From an optimization exercise on the open Yosys and OpenROAD flow, aimed at small area; shortcuts taken in it are not production practice.
Only simulation tests tie the RTL to the original design; equivalence was not proved.

==> inputs of v2 <==
==> flow/design.v <==
`timescale 1ns / 1ps
module CPU(
    input clk,
    input rst_n,
    input [7:0] op,
    input [7:0] Data,
    input prog_done,
    output [7:0] pos,
    output [6:0] seg1,
    output [6:0] seg2
);
    wire rst = ~rst_n;
    wire set;
    wire clk_bps;
    keyfilter Setfilter(clk, rst, prog_done, set);
    clkDiv ClkDiv(clk, rst, clk_bps);
    reg [2:0] p;
    always @(posedge clk or posedge rst)
        if (rst) p <= 3'd0;
        else if (clk_bps) p <= p + 3'd1;
    assign pos = 8'b1 << p;
    reg [7:0] R0, R1, R2, R3;
    reg [3:0] PC;
    reg full;                        
    wire [3:0] opc = op[7:4];
    wire exec = set & ~opc[3] & (~opc[2] | (opc[1:0] == 2'b00));
    reg [7:0] rx, ry;
    always @* begin
        case (op[3:2]) 2'd0: rx = R0; 2'd1: rx = R1; 2'd2: rx = R2; default: rx = R3; endcase
        case (op[1:0]) 2'd0: ry = R0; 2'd1: ry = R1; 2'd2: ry = R2; default: ry = R3; endcase
    end
    wire sub = opc[0];
    wire [8:0] s;
    wire [8:0] ac;
    assign ac[0] = sub;
    genvar aj;
    generate
        for (aj = 0; aj < 8; aj = aj + 1) begin : g_add
            fa u_fa(.a(rx[aj]), .b(ry[aj] ^ sub), .c(ac[aj]), .s(s[aj]), .co(ac[aj+1]));
        end
    endgenerate
    assign s[8] = ac[8] ^ sub;
    wire [15:0] prod_n;
    wire [7:0] ms [0:7];             
    wire [7:0] mc [0:7];             
    wire [7:0] pp_n [0:7];
    genvar mi, mj;
    generate
        for (mi = 0; mi < 8; mi = mi + 1) begin : g_pp
            assign pp_n[mi] = ~(rx & {8{ry[mi]}});
        end
    endgenerate
    assign ms[0] = pp_n[0];
    assign prod_n[0] = ms[0][0];
    generate
        for (mj = 0; mj < 8; mj = mj + 1) begin : g_mrow1
            if (mj == 7) begin : g_top
                assign ms[1][7] = pp_n[1][7];
                assign mc[1][7] = 1'b1;
            end else begin : g_ha
                han u_ha(.a(ms[0][mj+1]), .b(pp_n[1][mj]), .s(ms[1][mj]), .co(mc[1][mj]));
            end
        end
        assign prod_n[1] = ms[1][0];
        for (mi = 2; mi < 8; mi = mi + 1) begin : g_mrow
            for (mj = 0; mj < 8; mj = mj + 1) begin : g_mcol
                if (mj == 7) begin : g_top
                    han u_ha(.a(pp_n[mi][7]), .b(mc[mi-1][7]), .s(ms[mi][7]), .co(mc[mi][7]));
                end else begin : g_fa
                    fa u_fa(.a(ms[mi-1][mj+1]), .b(pp_n[mi][mj]), .c(mc[mi-1][mj]),
                            .s(ms[mi][mj]), .co(mc[mi][mj]));
                end
            end
            assign prod_n[mi] = ms[mi][0];
        end
    endgenerate
    wire [7:0] mcc;
    generate
        for (mj = 0; mj < 8; mj = mj + 1) begin : g_mfin
            if (mj == 0) begin : g_ha
                han u_ha(.a(ms[7][1]), .b(mc[7][0]), .s(prod_n[8]), .co(mcc[0]));
            end else if (mj == 7) begin : g_top
                han u_ha(.a(mc[7][7]), .b(mcc[6]), .s(prod_n[15]), .co(mcc[7]));
            end else begin : g_fa
                fa u_fa(.a(ms[7][mj+1]), .b(mc[7][mj]), .c(mcc[mj-1]), .s(prod_n[8+mj]), .co(mcc[mj]));
            end
        end
    endgenerate
    wire [15:0] prod = ~prod_n;
    reg [15:0] wdata;
    always @* begin
        case (opc[2:0])
            3'd0: wdata = {8'd0, Data};
            3'd1: wdata = {8'd0, ry};
            3'd2: wdata = {7'd0, s};
            3'd3: wdata = {{7{s[8]}}, s};
            default: wdata = prod;
        endcase
    end
    wire wr_reg = exec & ~opc[2];
    always @(posedge clk or posedge rst)
        if (rst) begin
            R0 <= 8'd0; R1 <= 8'd0; R2 <= 8'd0; R3 <= 8'd0;
            PC <= 4'd0;
            full <= 1'b0;
        end else if (exec) begin
            PC <= PC + 4'd1;
            if (PC == 4'd15) full <= 1'b1;
            if (wr_reg) begin
                case (op[3:2])
                    2'd0: R0 <= wdata[7:0];
                    2'd1: R1 <= wdata[7:0];
                    2'd2: R2 <= wdata[7:0];
                    default: R3 <= wdata[7:0];
                endcase
            end
        end
    reg [15:0] dict [1:15];
    genvar k;
    generate
        for (k = 1; k < 16; k = k + 1) begin : g_dict
            always @(posedge clk)
                if (exec && PC == k - 1)
                    dict[k] <= wdata;
        end
    endgenerate
    wire [3:0] a = op[3:0];
    wire [15:1] sel;
    generate
        for (k = 1; k < 16; k = k + 1) begin : g_sel
            assign sel[k] = (a == k) & (full | (PC >= k));
        end
    endgenerate
    wire [15:0] v;
    genvar b;
    generate
        for (b = 0; b < 16; b = b + 1) begin : g_rd
            wire [4:0] y;
            for (k = 0; k < 5; k = k + 1) begin : g_grp
                rdsel3 u_sel(
                    .d({dict[3*k+3][b], dict[3*k+2][b], dict[3*k+1][b]}),
                    .s(sel[3*k+3:3*k+1]),
                    .y(y[k]));
            end
            rdnand5 u_or(.y(y), .v(v[b]));
        end
    endgenerate
    function [3:0] add3(input [3:0] i);
        case (i)
            4'd5: add3 = 4'd8;
            4'd6: add3 = 4'd9;
            4'd7: add3 = 4'd10;
            4'd8: add3 = 4'd11;
            4'd9: add3 = 4'd12;
            4'd10, 4'd11, 4'd12, 4'd13, 4'd14, 4'd15: add3 = 4'bxxxx;
            default: add3 = i;
        endcase
    endfunction
    function [19:0] bin2bcd(input [15:0] b);
        integer x, y;
        reg [35:0] t;
        begin
            t = {20'd0, b};
            for (x = 0; x < 16; x = x + 1) begin
                for (y = 0; y < 4; y = y + 1)
                    if (x >= 3 + 3*y + (y == 3))
                        t[16 + 4*y +: 4] = add3(t[16 + 4*y +: 4]);
                t = t << 1;
            end
            bin2bcd = t[35:16];
        end
    endfunction
    wire [19:0] bcd = bin2bcd(v);
    reg [3:0] dig;
    always @* begin
        case (p)
            3'd0: dig = bcd[3:0];
            3'd1: dig = bcd[7:4];
            3'd2: dig = bcd[11:8];
            3'd3: dig = bcd[15:12];
            3'd4: dig = bcd[19:16];
            3'd5: dig = (a >= 4'd10) ? a - 4'd10 : a;
            3'd6: dig = {3'd0, a >= 4'd10};
            default: dig = 4'd0;
        endcase
    end
    reg [3:0] num;
    always @(posedge clk or posedge rst)
        if (rst) num <= 4'd0;
        else num <= (opc == 4'b1111) ? dig : 4'd0;
    segMsg segMsg(clk, num, p[2], seg1, seg2);
endmodule
module rdsel3(
    input [2:0] d,
    input [2:0] s,
    output y
);
    assign y = ~((d[0] & s[0]) | (d[1] & s[1]) | (d[2] & s[2]));
endmodule
module rdnand5(
    input [4:0] y,
    output v
);
    assign v = ~&y;
endmodule
module fa(
    input a,
    input b,
    input c,
    output s,
    output co
);
    assign s = a ^ b ^ c;
    assign co = (a & b) | (a & c) | (b & c);
endmodule
module han(
    input a,
    input b,
    output s,
    output co
);
    xnor2m u_s(.a(a), .b(b), .y(s));
    or2m u_c(.a(a), .b(b), .y(co));
endmodule
module xnor2m(
    input a,
    input b,
    output y
);
    assign y = ~(a ^ b);
endmodule
module or2m(
    input a,
    input b,
    output y
);
    assign y = a | b;
endmodule
`timescale 1ns / 1ps
module keyfilter(
    input   wire  clk,
    input   wire  rst,
    input   wire  key_in,
    output  reg   key_flag
);
    reg [2:0] cnt_10ms;
    always @ (posedge clk or posedge rst) begin
        if(rst)
            cnt_10ms <= 3'd0;
        else if(!key_in)
            cnt_10ms <= 3'd0;
        else if(cnt_10ms != 3'd4)
            cnt_10ms <= cnt_10ms + 1'b1;
    end
    always @ (posedge clk or posedge rst) begin
        if(rst)
            key_flag <= 1'b0;
        else
            key_flag <= cnt_10ms == 3'd3;
    end
endmodule
`timescale 1ns / 1ps
module clkDiv (
    input  wire clk,
    input  wire rst,
    output wire clk_bps
);
    reg [3:0] cnt;
    always @(posedge clk)
        if (rst)
            cnt <= 4'd0;
        else if (cnt == 4'd10)
            cnt <= 4'd1;
        else
            cnt <= cnt + 4'd1;
    assign clk_bps = cnt == 4'd10;
endmodule
module segMsg(
    input clk,
    input [3:0] show,
    input hi,                
    output [6:0] seg1,
    output [6:0] seg2
);
    reg [3:0] d1, d2;
    always @(posedge clk) begin
        if (!hi) d1 <= show;
        else     d2 <= show;
    end
    segdec u_dec1(.d(d1), .seg(seg1));
    segdec u_dec2(.d(d2), .seg(seg2));
endmodule
module segdec(
    input [3:0] d,
    output reg [6:0] seg
);
    always @* begin
        case (d)
            4'd0: seg = 7'b0111111;
            4'd1: seg = 7'b0000110;
            4'd2: seg = 7'b1011011;
            4'd3: seg = 7'b1001111;
            4'd4: seg = 7'b1100110;
            4'd5: seg = 7'b1101101;
            4'd6: seg = 7'b1111101;
            4'd7: seg = 7'b0000111;
            4'd8: seg = 7'b1111111;
            4'd9: seg = 7'b1101111;
            default: seg = 7'bxxxxxxx;
        endcase
    end
endmodule
==> flow/flow/run.sh <==
#!/bin/bash
# Own layout flow: the standard flow (standard.sh) with these changes:
#  - synthesis maps the logic with an area-oriented ABC script (flow/area.abc);
#    synth_recipe.tcl is otherwise unchanged, and registers are mapped before abc,
#    so they are the standard synthesis's registers;
#  - ports are buffered with the smallest buffer;
#  - clock tree: small clock buffers, larger sink clusters, no dummy loads.
# make's output goes to flow_make.log here; each tool's full log is under orfs/logs.
set -euo pipefail
W=$(pwd)
TARGET=${OWN_FLOW_TARGET:-finish}
{
  head -n 1 synth_recipe.tcl
  cat <<EOT
proc abc {args} {
  set i [lsearch -exact \$args -script]
  if { \$i >= 0 } { lset args [expr {\$i + 1}] $W/flow/area.abc }
  yosys abc {*}\$args
}
EOT
  tail -n +2 synth_recipe.tcl
} > own_synth.tcl
source flow/knobs.sh
bash standard.sh SYNTH_SCRIPT=$W/own_synth.tcl "${KNOBS[@]}" $TARGET > flow_make.log 2>&1
==> flow/flow/area.abc <==
strash
dch
amap
strash
dch
amap
topo
stime -c
==> flow/flow/knobs.sh <==
KNOBS=(
  "BUFFER_PORTS_ARGS=-buffer_cell sky130_fd_sc_hd__buf_1"
  "CTS_ARGS=-sink_clustering_enable -repair_clock_nets -dont_use_dummy_load -buf_list {sky130_fd_sc_hd__clkbuf_8} -sink_clustering_size 16 -sink_clustering_max_diameter 50"
)
==> flow/standard.sh <==
#!/bin/bash
# synth_recipe.tcl (not shown) runs the flow's synth.tcl, then flattens the netlist and writes it again
# the make line also repeats each setting of config.mk as NAME=value (left out here)
make -C /OpenROAD-flow-scripts/flow DESIGN_CONFIG=/design/flow/config.mk WORK_HOME=/design/flow/orfs CLKGATE_MAP_FILE= SYNTH_SCRIPT=/design/flow/synth_recipe.tcl "${@:-finish}"
==> flow/config.mk <==
export PLATFORM = sky130hd
export DESIGN_NAME = CPU
export DESIGN_NICKNAME = CPU
export VERILOG_FILES = /design/flow/design.v
export SDC_FILE = /design/flow/constraint.sdc
export NUM_CORES = 4
export LEC_CHECK = 0
export ABC_AREA = 1
export CAP_MARGIN = 20
export CORE_MARGIN = 2
export CORE_UTILIZATION = 40
export SLEW_MARGIN = 20
export SYNTH_HIERARCHICAL = 1
==> flow/constraint.sdc <==
create_clock -name core_clock -period 150.0 [get_ports {clk}]
set_input_delay 30.0000 -clock core_clock [delete_from_list [all_inputs] [get_ports {clk}]]
set_output_delay 30.0000 -clock core_clock [all_outputs]
set_load 0.01 [all_outputs]
==> v21: changes against v2 <==
--- a/flow/design.v
+++ b/flow/design.v
@@ -30,15 +30,10 @@
         case (op[1:0]) 2'd0: ry = R0; 2'd1: ry = R1; 2'd2: ry = R2; default: ry = R3; endcase
     end
-    wire sub = opc[0];
-    wire [8:0] s;
-    wire [8:0] ac;
-    assign ac[0] = sub;
-    genvar aj;
-    generate
-        for (aj = 0; aj < 8; aj = aj + 1) begin : g_add
-            fa u_fa(.a(rx[aj]), .b(ry[aj] ^ sub), .c(ac[aj]), .s(s[aj]), .co(ac[aj+1]));
-        end
-    endgenerate
-    assign s[8] = ac[8] ^ sub;
+    wire is_mul = opc[2];
+    wire is_sub = ~opc[2] & opc[1] & opc[0];
+    wire [7:0] my = {ry[7:1] & {7{is_mul}}, is_mul ? ry[0] : opc[1]};
+    wire [7:0] mz = is_mul ? 8'd0 :
+                    opc[1] ? (ry ^ {8{opc[0]}}) :
+                    opc[0] ? ry : Data;
     wire [15:0] prod_n;
     wire [7:0] ms [0:7];             
@@ -48,9 +43,14 @@
     generate
         for (mi = 0; mi < 8; mi = mi + 1) begin : g_pp
-            assign pp_n[mi] = ~(rx & {8{ry[mi]}});
+            if (mi == 1) begin : g_z
+                assign pp_n[1] = ~((rx & {8{my[1]}}) | {1'b0, mz[7:1]});
+            end else begin : g_p
+                assign pp_n[mi] = ~(rx & {8{my[mi]}});
+            end
         end
     endgenerate
+    wire k0_n;
+    fa u_bit0(.a(pp_n[0][0]), .b(~mz[0]), .c(~is_sub), .s(prod_n[0]), .co(k0_n));
     assign ms[0] = pp_n[0];
-    assign prod_n[0] = ms[0][0];
     generate
         for (mj = 0; mj < 8; mj = mj + 1) begin : g_mrow1
@@ -58,4 +58,6 @@
                 assign ms[1][7] = pp_n[1][7];
                 assign mc[1][7] = 1'b1;
+            end else if (mj == 0) begin : g_fa
+                fa u_fa(.a(ms[0][1]), .b(pp_n[1][0]), .c(k0_n), .s(ms[1][0]), .co(mc[1][0]));
             end else begin : g_ha
                 han u_ha(.a(ms[0][mj+1]), .b(pp_n[1][mj]), .s(ms[1][mj]), .co(mc[1][mj]));
@@ -87,15 +89,6 @@
         end
     endgenerate
-    wire [15:0] prod = ~prod_n;
-    reg [15:0] wdata;
-    always @* begin
-        case (opc[2:0])
-            3'd0: wdata = {8'd0, Data};
-            3'd1: wdata = {8'd0, ry};
-            3'd2: wdata = {7'd0, s};
-            3'd3: wdata = {{7{s[8]}}, s};
-            default: wdata = prod;
-        endcase
-    end
+    wire [15:0] mp = ~prod_n;
+    wire [15:0] wdata = {mp[15:9] | {7{is_sub & ~mp[8]}}, mp[8] ^ is_sub, mp[7:0]};
     wire wr_reg = exec & ~opc[2];
     always @(posedge clk or posedge rst)
--- a/flow/flow/run.sh
+++ b/flow/flow/run.sh
@@ -1,7 +1,9 @@
 #!/bin/bash
 # Own layout flow: the standard flow (standard.sh) with these changes:
-#  - synthesis maps the logic with an area-oriented ABC script (flow/area.abc);
-#    synth_recipe.tcl is otherwise unchanged, and registers are mapped before abc,
-#    so they are the standard synthesis's registers;
+#  - synthesis maps the logic with an area-oriented ABC script (flow/area.abc),
+#    and looks for full adders only in the module fa (elsewhere extract_fa
+#    turns random logic into half-adder cells plus inverters); synth_recipe.tcl
+#    is otherwise unchanged, and registers are mapped before both steps, so they
+#    are the standard synthesis's registers;
 #  - ports are buffered with the smallest buffer;
 #  - clock tree: small clock buffers, larger sink clusters, no dummy loads.
@@ -18,4 +20,5 @@
   yosys abc {*}\$args
 }
+proc extract_fa {args} { yosys extract_fa {*}\$args fa }
 EOT
   tail -n +2 synth_recipe.tcl
==> flow/flow/area.abc (replaced) <==
strash
dch
amap
strash
dch
amap
strash
dch
amap
topo
stime -c
==> summary.txt <==
quantity	v21	v2
Run status	complete, no violations	complete, no violations
Start of the worst register-to-register path	PC[3]$_DFFE_PN0P_	PC[1]$_DFFE_PN0P_
Fill cell total of the finished layout	3385	3520
Post-detailed-placement cell area	0.0158 sq mm	0.0164 sq mm
Max-slew headroom	28.3%	23.5%
Mean routed wirelength per cell	19.6 um	19.7 um
Global-route wire length before repair	57.7 mm	59.3 mm
Worst clock skew	0.0363 ns	0.0577 ns
Initial antenna violation count	0	1
Slew at the pin with the worst max-slew slack	1.07 ns	1.15 ns
CP startpoint	op[3]	op[1]
End-of-flow core utilization	44.5%	44.7%
Cts bufs inserted	28	26
Multi-input gates	823	859
Worst hold slack across all endpoints	0.453 ns	0.429 ns

[re-timing with driven ports]
The flow's constraints put no driver on any port. The routed layouts listed below were extracted and timed again, unchanged, in two steps. Step 1, drivers: a clkbuf_16 drives clk and a buf_2 each remaining input, both assumed. Step 2 moves the port delays by t, midway between the first and last clock arrival at a register: inputs arrive t later, outputs are due t later. That takes back most of the time a late clock gives input paths. a / b / c = ideal ports / drivers / drivers and shift; a / b = the first two.
| run | t, ns | setup WS [ns] | worst setup path after step 2 |
|---|---|---|---|
| v2 | 0.585 | 106.967 / 106.985 / 106.400 | input to register |
| v21 | 0.601 | 106.684 / 106.700 / 106.099 | input to register |
After both steps every run listed still meets setup and hold. The setup slack of v21, which loses most, moves by +0.016 ns with the drivers and by -0.585 ns with both steps.
